Background: an optimization exercise with open tools, aiming at small area, a short achievable clock period and few clock cycles. Do not read the settings as production practice.
At most, simulation tests tie the RTL to the original design; equivalence was not proved.

Setup of P:
==> module top_module2, before the edit <==
module top_module2 (input [3:0] start_adress, input [7:0] data_in, input clock, input Start, input reset,
  output logic [15:0] out_put_det3, output logic Done, output logic [3:0] adress);
  logic [10:1] ph;             
  logic add_q0, add_q2;        
  logic [3:0] base;            
  logic [7:0] dr;              
  logic [15:0] mr;             
  logic [3:0] b_one, b_two, b_neg;   
  logic [15:0] q1, q0;
  wire go = Done & Start;
  logic [3:0] off;
  always @(*) begin
    off = 4'd0;
    if (ph[1]) off = 4'd4;
    if (ph[2]) off = 4'd2;
    if (ph[3]) off = 4'd3;
    if (ph[4]) off = 4'd1;
    if (ph[5]) off = 4'd5;
    if (ph[7]) off = 4'd8;
    if (ph[8]) off = 4'd6;
    if (ph[9]) off = 4'd7;
  end
  assign adress = Done ? start_adress : base + off;
  always @(posedge clock or posedge reset) begin
    if (reset) begin
      Done   <= 1'b1;
      ph     <= '0;
      add_q0 <= 1'b0;
      add_q2 <= 1'b1;
    end else begin
      Done   <= Done ? ~Start : ph[10];
      ph     <= {ph[9:1], go};
      add_q0 <= ph[4] | ph[5] | ph[6];
      add_q2 <= ph[8] | ph[9] | ph[10] | (Done & ~Start);
    end
  end
  wire [15:0] add = ({16{add_q0}} & q0) | ({16{add_q2}} & out_put_det3);
  wire [15:0] r;
  mac16e mac (.m(mr), .one(b_one), .two(b_two), .neg(b_neg), .add(add), .r(r));
  wire sub_next = ph[2] | ph[4] | ph[6];
  wire op_next = ~Done & ~ph[10];    
  wire [8:0] de = {data_in, 1'b0};
  logic [3:0] e_one, e_two, e_neg;
  always @(*) begin
    for (int j = 0; j < 4; j++) begin
      e_one[j] = op_next & (de[2*j+1] ^ de[2*j]);
      e_two[j] = op_next & ((de[2*j+2] & ~de[2*j+1] & ~de[2*j]) | (~de[2*j+2] & de[2*j+1] & de[2*j]));
      e_neg[j] = op_next & (de[2*j+2] ^ sub_next);
    end
  end
  always @(posedge clock) begin
    if (go) base <= start_adress;
    dr <= data_in;
    b_one <= e_one;
    b_two <= e_two;
    b_neg <= e_neg;
    mr <= (ph[7] | ph[8] | ph[9]) ? q1 : {{8{dr[7]}}, dr};
    out_put_det3 <= r;
    q1 <= out_put_det3;
    q0 <= q1;
  end
endmodule
==> flow/config.mk <==
export PLATFORM = sky130hd
export DESIGN_NAME = top_module2
export DESIGN_NICKNAME = top_module2
export VERILOG_FILES = /design/flow/design.v
export SDC_FILE = /design/flow/constraint.sdc
export NUM_CORES = 4
export LEC_CHECK = 0
export CAP_MARGIN = 20
export CORE_MARGIN = 2
export CORE_UTILIZATION = 40
export SETUP_SLACK_MARGIN = 3.2
export SLEW_MARGIN = 20
==> flow/constraint.sdc <==
create_clock -name core_clock -period 7.0 [get_ports {clock}]
set_input_delay 1.4000 -clock core_clock [delete_from_list [all_inputs] [get_ports {clock}]]
set_output_delay 1.4000 -clock core_clock [all_outputs]
set_load 0.01 [all_outputs]
standard.sh (not shown) runs the stock make flow with config.mk's settings and CLKGATE_MAP_FILE= SYNTH_SCRIPT=/design/flow/synth_recipe.tcl, a recipe that flattens the netlist after the stock synthesis.
==> flow/flow/run.sh <==
#!/bin/bash
# The standard layout, with plain buffers (buf_2) on the ports instead of the
# default port buffer cell. Every port still gets its buffer.
set -euo pipefail
export BUFFER_PORTS_ARGS="-buffer_cell sky130_fd_sc_hd__buf_2"
bash standard.sh > standard.log 2>&1
Testbench counts of P, summed over its fixed seeds: cycles 17,600.
Input-level comparison between Q and P:
--- a/flow/design.v
+++ b/flow/design.v
@@ -321,25 +321,25 @@
   output logic [15:0] out_put_det3, output logic Done, output logic [3:0] adress);
   logic [10:1] ph;             
   logic add_q0, add_q2;        
-  logic [3:0] base;            
+  logic [3:0] addr;            
   logic [7:0] dr;              
   logic [15:0] mr;             
   logic [3:0] b_one, b_two, b_neg;   
   logic [15:0] q1, q0;
   wire go = Done & Start;
-  logic [3:0] off;
+  logic [3:0] step;
   always @(*) begin
-    off = 4'd0;
-    if (ph[1]) off = 4'd4;
-    if (ph[2]) off = 4'd2;
-    if (ph[3]) off = 4'd3;
-    if (ph[4]) off = 4'd1;
-    if (ph[5]) off = 4'd5;
-    if (ph[7]) off = 4'd8;
-    if (ph[8]) off = 4'd6;
-    if (ph[9]) off = 4'd7;
+    step = 4'd0;
+    if (ph[1]) step = 4'd14;    
+    if (ph[2]) step = 4'd1;
+    if (ph[3]) step = 4'd14;    
+    if (ph[4]) step = 4'd4;
+    if (ph[5]) step = 4'd11;    
+    if (ph[6]) step = 4'd8;
+    if (ph[7]) step = 4'd14;    
+    if (ph[8]) step = 4'd1;
   end
-  assign adress = Done ? start_adress : base + off;
+  assign adress = Done ? start_adress : addr;
   always @(posedge clock or posedge reset) begin
     if (reset) begin
       Done   <= 1'b1;
@@ -368,7 +368,7 @@
     end
   end
   always @(posedge clock) begin
-    if (go) base <= start_adress;
+    addr <= go ? start_adress + 4'd4 : addr + step;
     dr <= data_in;
     b_one <= e_one;
     b_two <= e_two;
- Q: full flow OK, the timing, DRC and antenna checks passed
- P closes out successfully: all stages finished, all timing, DRC and antenna checks passed.
- [compare] base=P new=Q: wire length on met1 was more or less identical, setup slack at placement went down by 180 ps, inserted tap cell count went up by 4, routed wire length went up by about 1.6%.
- Later-pin clock latency in the skew report across P and Q: no real change.
- Compared with P, Q instantiates a larger number of standard cells.
- Looking at first-pass iteration count of the detailed router, Q sits 1 higher than P does.
- Per the comparison of Q with P, via count of the first global-routing pass saw an increase; setup slack saw a decrease.
Testbench counts of Q, summed over its fixed seeds: cycles 17,600.

========
The RTL this note starts from:
==> flow/design.v <==
module top_module2 (input [3:0] start_adress, input [7:0] data_in, input clock, input Start, input reset,
  output logic [15:0] out_put_det3, output logic Done, output logic [3:0] adress);
  logic [10:1] ph;             
  logic [3:0] base;            
  logic [7:0] dr, pr;          
  logic [15:0] x2n, x3;
  wire go = Done & Start;
  logic [3:0] off;
  always @(*) begin
    off = 4'd0;
    if (ph[1]) off = 4'd4;
    if (ph[2]) off = 4'd2;
    if (ph[3]) off = 4'd3;
    if (ph[4]) off = 4'd1;
    if (ph[5]) off = 4'd5;
    if (ph[7]) off = 4'd6;
    if (ph[8]) off = 4'd7;
    if (ph[9]) off = 4'd8;
  end
  assign adress = Done ? start_adress : base + off;
  always @(posedge clock or posedge reset) begin
    if (reset) begin
      Done <= 1'b1;
      ph   <= '0;
    end else begin
      Done <= Done ? ~Start : ph[10];
      ph   <= {ph[9:1], go};
    end
  end
  wire [15:0] m = ({16{ph[8]}} & out_put_det3) | ({16{ph[9] | ph[10]}} & x2n)
                | ({16{~(ph[8] | ph[9] | ph[10])}} & {{8{pr[7]}}, pr});
  wire [15:0] add = ({16{ph[5]}} & x3) | ({16{ph[7]}} & x2n)
                  | ({16{ph[6] | ph[9] | ph[10]}} & out_put_det3);
  wire sub = ph[3] | ph[5] | ph[7];
  wire signed [15:0] prod = $signed(m) * $signed(dr);
  wire [15:0] r = sub ? add - prod : add + prod;
  always @(posedge clock) begin
    if (go) base <= start_adress;
    dr <= data_in;
    pr <= dr;
    if (ph[2] | ph[5]) x3 <= r;
    if (ph[4] | ph[7]) x2n <= r;
    else if (ph[9]) x2n <= x3;
    if (ph[3] | ph[6] | ph[8] | ph[9] | ph[10]) out_put_det3 <= r;
  end
endmodule
export LEC_CHECK = 0
export CAP_MARGIN = 20
export CORE_MARGIN = 2
export CORE_UTILIZATION = 40
export SLEW_MARGIN = 20
create_clock -name core_clock -period 7.0 [get_ports {clock}]
run.sh (not shown) runs the stock make flow with config.mk's settings and CLKGATE_MAP_FILE= SYNTH_SCRIPT=/design/flow/synth_recipe.tcl, a recipe that flattens the netlist after the stock synthesis.
Stock flow here: none of the scripts above is used.
Next try:
==> flow/design.v (replaced) <==
module top_module2 (input [3:0] start_adress, input [7:0] data_in, input clock, input Start, input reset,
  output logic [15:0] out_put_det3, output logic Done, output logic [3:0] adress);
  logic [9:1] ph;              
  logic [3:0] addr;
  logic [7:0] q0, q1, q2;      
  logic [7:0] dr;              
  logic [15:0] x2n, x3;
  wire go = Done & Start;
  wire t4 = ph[4], t5 = ph[5], t6 = ph[6];
  wire t7 = ph[7], t8 = ph[8], t9 = ph[9];
  assign adress = Done ? start_adress : addr;
  always @(posedge clock or posedge reset) begin
    if (reset) begin
      Done <= 1'b1;
      ph   <= '0;
    end else begin
      Done <= Done ? ~Start : ph[9];
      ph   <= {ph[8:1], go};
    end
  end
  wire signed [15:0] s_prod = $signed(q0) * $signed(dr);
  wire [15:0] s_res = (t6 ? x2n : 16'd0) - s_prod;
  wire [15:0] b_m = ({16{t7}} & out_put_det3) | ({16{t8}} & x2n) | ({16{t9}} & x3)
                  | ({16{t4 | t5 | t6}} & {{8{q1[7]}}, q1});
  wire [15:0] b_add = ({16{t5}} & x3) | ({16{t6 | t8 | t9}} & out_put_det3);
  wire signed [15:0] b_prod = $signed(b_m) * $signed(dr);
  wire [15:0] b_res = b_add + b_prod;
  always @(posedge clock) begin
    addr <= go ? start_adress + 4'd1 : addr + 4'd1;
    dr <= data_in;
    q0 <= q1;
    q1 <= q2;
    q2 <= (go | ph[1] | ph[2]) ? data_in : q0;
    if (t4) x2n <= b_res;
    else if (t6) x2n <= s_res;
    if (t4) x3 <= s_res;
    else if (t5) x3 <= b_res;
    if (t5) out_put_det3 <= s_res;
    else if (t6 | t7 | t8 | t9) out_put_det3 <= b_res;
  end
endmodule
What happened: Count of clock-buffer cells in the layout fell by 1; global-route usage came out higher by 1.8 points; via count went up by 23%; final area climbs by 24%; wire length increases by 39%; die area rises by 34%; first-iteration DRC count went up by 49%.
No run of this note included a check of the RTL's function; only the layout flow was run.

========
Setup of main:
Another version of the RTL of top_module2 (not shown whole).
For scale: ~540 cells after synthesis, ~88 flip-flops, ~36 I/O pins.
==> module top_module2, before the edit <==
module top_module2 (input [3:0] start_adress, input [7:0] data_in, input clock, input Start, input reset,
  output logic [15:0] out_put_det3, output logic Done, output logic [3:0] adress);
  logic [4:0] jc;
  wire t1 = jc[0] & ~jc[1];
  wire t2 = jc[1] & ~jc[2];
  wire t3 = jc[2] & ~jc[3];
  wire t4 = jc[3] & ~jc[4];
  wire t5 = jc[4] & jc[0];
  wire t6 = jc[1] & ~jc[0];
  wire t7 = jc[2] & ~jc[1];
  wire t8 = jc[3] & ~jc[2];
  wire t9 = jc[4] & ~jc[3];
  wire t10 = ~Done & ~jc[4] & ~jc[0];
  logic add_q0, add_q2;        
  logic [3:0] addr;            
  logic [15:0] mr;             
  logic [3:0] b_one, b_two, b_neg;   
  logic [15:0] q1, q0;
  wire go = Done & Start;
  logic [3:0] step;
  always @(*) begin
    step = 4'd0;
    if (t1) step = 4'd14;    
    if (t2) step = 4'd1;
    if (t3) step = 4'd14;    
    if (t4) step = 4'd4;
    if (t5) step = 4'd11;    
    if (t6) step = 4'd8;
    if (t7) step = 4'd14;    
    if (t8) step = 4'd1;
  end
  assign adress = Done ? start_adress : addr;
  always @(posedge clock or posedge reset) begin
    if (reset) begin
      Done   <= 1'b1;
      jc     <= '0;
      add_q0 <= 1'b0;
      add_q2 <= 1'b1;
    end else begin
      Done   <= Done ? ~Start : t10;
      jc     <= ((Done & ~Start) | t10) ? 5'd0 : {jc[3:0], ~jc[4]};
      add_q0 <= jc[1] & jc[3];                         
      add_q2 <= t8 | t9 | t10 | (Done & ~Start);
    end
  end
  wire [15:0] add = ({16{add_q0}} & q0) | ({16{add_q2}} & out_put_det3);
  wire [15:0] r;
  mac16e mac (.m(mr), .one(b_one), .two(b_two), .neg(b_neg), .add(add), .r(r));
  wire sub_next = t2 | t4 | t6;
  wire run_next = go | (~Done & (jc[0] | jc[4]));    
  wire [8:0] de = {data_in, 1'b0};
  logic [3:0] e_one, e_two, e_neg;
  always @(*) begin
    for (int j = 0; j < 4; j++) begin
      e_one[j] = run_next & (de[2*j+1] ^ de[2*j]);
      e_two[j] = run_next & ((de[2*j+2] & ~de[2*j+1] & ~de[2*j]) | (~de[2*j+2] & de[2*j+1] & de[2*j]));
      e_neg[j] = run_next & (de[2*j+2] ^ sub_next);
    end
  end
  wire sub_now = t3 | t5 | t7;
  logic [7:0] dr;
  always @(*) begin
    for (int j = 0; j < 4; j++) begin
      dr[2*j+1] = b_neg[j] ^ sub_now;
      dr[2*j] = b_one[j] ^ (j == 0 ? 1'b0 : b_neg[j-1] ^ sub_now);
    end
  end
  always @(posedge clock) begin
    addr <= go ? start_adress + 4'd4 : addr + step;
    b_one <= e_one;
    b_two <= e_two;
    b_neg <= e_neg;
    mr <= (jc[4] & ~jc[1]) ? q1 : {{8{dr[7]}}, dr};    
    out_put_det3 <= r;
    q1 <= out_put_det3;
    q0 <= q1;
  end
endmodule
==> flow/config.mk <==
export PLATFORM = sky130hd
export DESIGN_NAME = top_module2
export DESIGN_NICKNAME = top_module2
export VERILOG_FILES = /design/flow/design.v
export SDC_FILE = /design/flow/constraint.sdc
export NUM_CORES = 4
export LEC_CHECK = 0
export CAP_MARGIN = 20
export CORE_MARGIN = 2
export CORE_UTILIZATION = 40
export SETUP_SLACK_MARGIN = 3.2
export SLEW_MARGIN = 20
==> flow/constraint.sdc <==
create_clock -name core_clock -period 7.0 [get_ports {clock}]
set_input_delay 1.4000 -clock core_clock [delete_from_list [all_inputs] [get_ports {clock}]]
set_output_delay 1.4000 -clock core_clock [all_outputs]
set_load 0.01 [all_outputs]
standard.sh (not shown) runs the stock make flow with config.mk's settings and CLKGATE_MAP_FILE= SYNTH_SCRIPT=/design/flow/synth_recipe.tcl, a recipe that flattens the netlist after the stock synthesis.
Scripts as last shown in full above: flow/flow/run.sh
main completed; timing, DRC and antenna clean
Setup changes, main to the feature branch
--- a/flow/design.v
+++ b/flow/design.v
@@ -330,10 +330,11 @@
   wire t8 = jc[3] & ~jc[2];
   wire t9 = jc[4] & ~jc[3];
   wire t10 = ~Done & ~jc[4] & ~jc[0];
   logic add_q0, add_q2;        
   logic [3:0] addr;            
+  logic [7:0] dr;              
   logic [15:0] mr;             
   logic [3:0] b_one, b_two, b_neg;   
   logic [15:0] q1, q0;
   wire go = Done & Start;
   logic [3:0] step;
@@ -364,30 +365,23 @@
   end
   wire [15:0] add = ({16{add_q0}} & q0) | ({16{add_q2}} & out_put_det3);
   wire [15:0] r;
   mac16e mac (.m(mr), .one(b_one), .two(b_two), .neg(b_neg), .add(add), .r(r));
   wire sub_next = t2 | t4 | t6;
-  wire run_next = go | (~Done & (jc[0] | jc[4]));    
+  wire op_next = ~Done & (jc[0] | jc[4]);    
   wire [8:0] de = {data_in, 1'b0};
   logic [3:0] e_one, e_two, e_neg;
   always @(*) begin
     for (int j = 0; j < 4; j++) begin
-      e_one[j] = run_next & (de[2*j+1] ^ de[2*j]);
-      e_two[j] = run_next & ((de[2*j+2] & ~de[2*j+1] & ~de[2*j]) | (~de[2*j+2] & de[2*j+1] & de[2*j]));
-      e_neg[j] = run_next & (de[2*j+2] ^ sub_next);
-    end
-  end
-  wire sub_now = t3 | t5 | t7;
-  logic [7:0] dr;
-  always @(*) begin
-    for (int j = 0; j < 4; j++) begin
-      dr[2*j+1] = b_neg[j] ^ sub_now;
-      dr[2*j] = b_one[j] ^ (j == 0 ? 1'b0 : b_neg[j-1] ^ sub_now);
+      e_one[j] = op_next & (de[2*j+1] ^ de[2*j]);
+      e_two[j] = op_next & ((de[2*j+2] & ~de[2*j+1] & ~de[2*j]) | (~de[2*j+2] & de[2*j+1] & de[2*j]));
+      e_neg[j] = op_next & (de[2*j+2] ^ sub_next);
     end
   end
   always @(posedge clock) begin
     addr <= go ? start_adress + 4'd4 : addr + step;
+    dr <= data_in;
     b_one <= e_one;
     b_two <= e_two;
     b_neg <= e_neg;
     mr <= (jc[4] & ~jc[1]) ? q1 : {{8{dr[7]}}, dr};    
     out_put_det3 <= r;
Findings:
- No stage failed in the feature branch, and the final checks on the layout all came back clean.
- main -> the feature branch: number of buffers added to fix hold violations after cts delta 0, exact match
- Delta (the feature branch minus main): die area picked up an extra about 0.56%; first-pass GRT wire length decreased by 6.3% relative to the old numbers; arrival time of data at the critical path endpoint lost 60 ps.
- In the flow results for main and the feature branch, the post-DP HPWL is smaller on the feature branch.
No functional check of the RTL was part of any run of this note.

## port drivers added, routing unchanged
Ports are ideal in the flow. The routed layouts listed here were re-timed in OpenROAD.
Step 1: set_driving_cell puts a clkbuf_16 on clock and a buf_2 on each other input, an assumption about the parent block.
Step 2 moves the port delays by t, midway between the first and last clock arrival at a register: inputs arrive t later, outputs are due t later. That takes back most of the time a late clock gives input paths.
a / b / c = ideal / step 1 / step 2; a / b = the first two.
| run | shift t [ns] | setup slack, ns | worst hold slack (ns) | worst setup path after step 2 | clock arrival spread, ns |
|---|---|---|---|---|---|
| P | 0.390 | 3.307 / 3.294 / 3.307 | 0.352 / 0.352 / 0.352 | register to register | 0.010 / 0.011 |
| Q | 0.388 | 3.222 / 3.222 / 3.222 | 0.353 / 0.353 / 0.353 | register to register | 0.008 / 0.008 |
| the first run of note 2 | 0.389 | 0.149 / 0.149 / 0.149 | 0.368 / 0.368 / 0.368 | register to register | 0.010 / 0.009 |
| the second run of note 2 | 0.408 | 0.613 / 0.613 / 0.613 | 0.329 / 0.329 / 0.329 | register to register | 0.010 / 0.010 |
| main | 0.392 | 3.159 / 3.159 / 3.159 | 0.357 / 0.357 / 0.357 | register to register | 0.013 / 0.013 |
| the feature branch | 0.392 | 3.215 / 3.215 / 3.215 | 0.348 / 0.348 / 0.348 | register to register | 0.012 / 0.012 |
After both steps setup and hold are still met in every run listed.
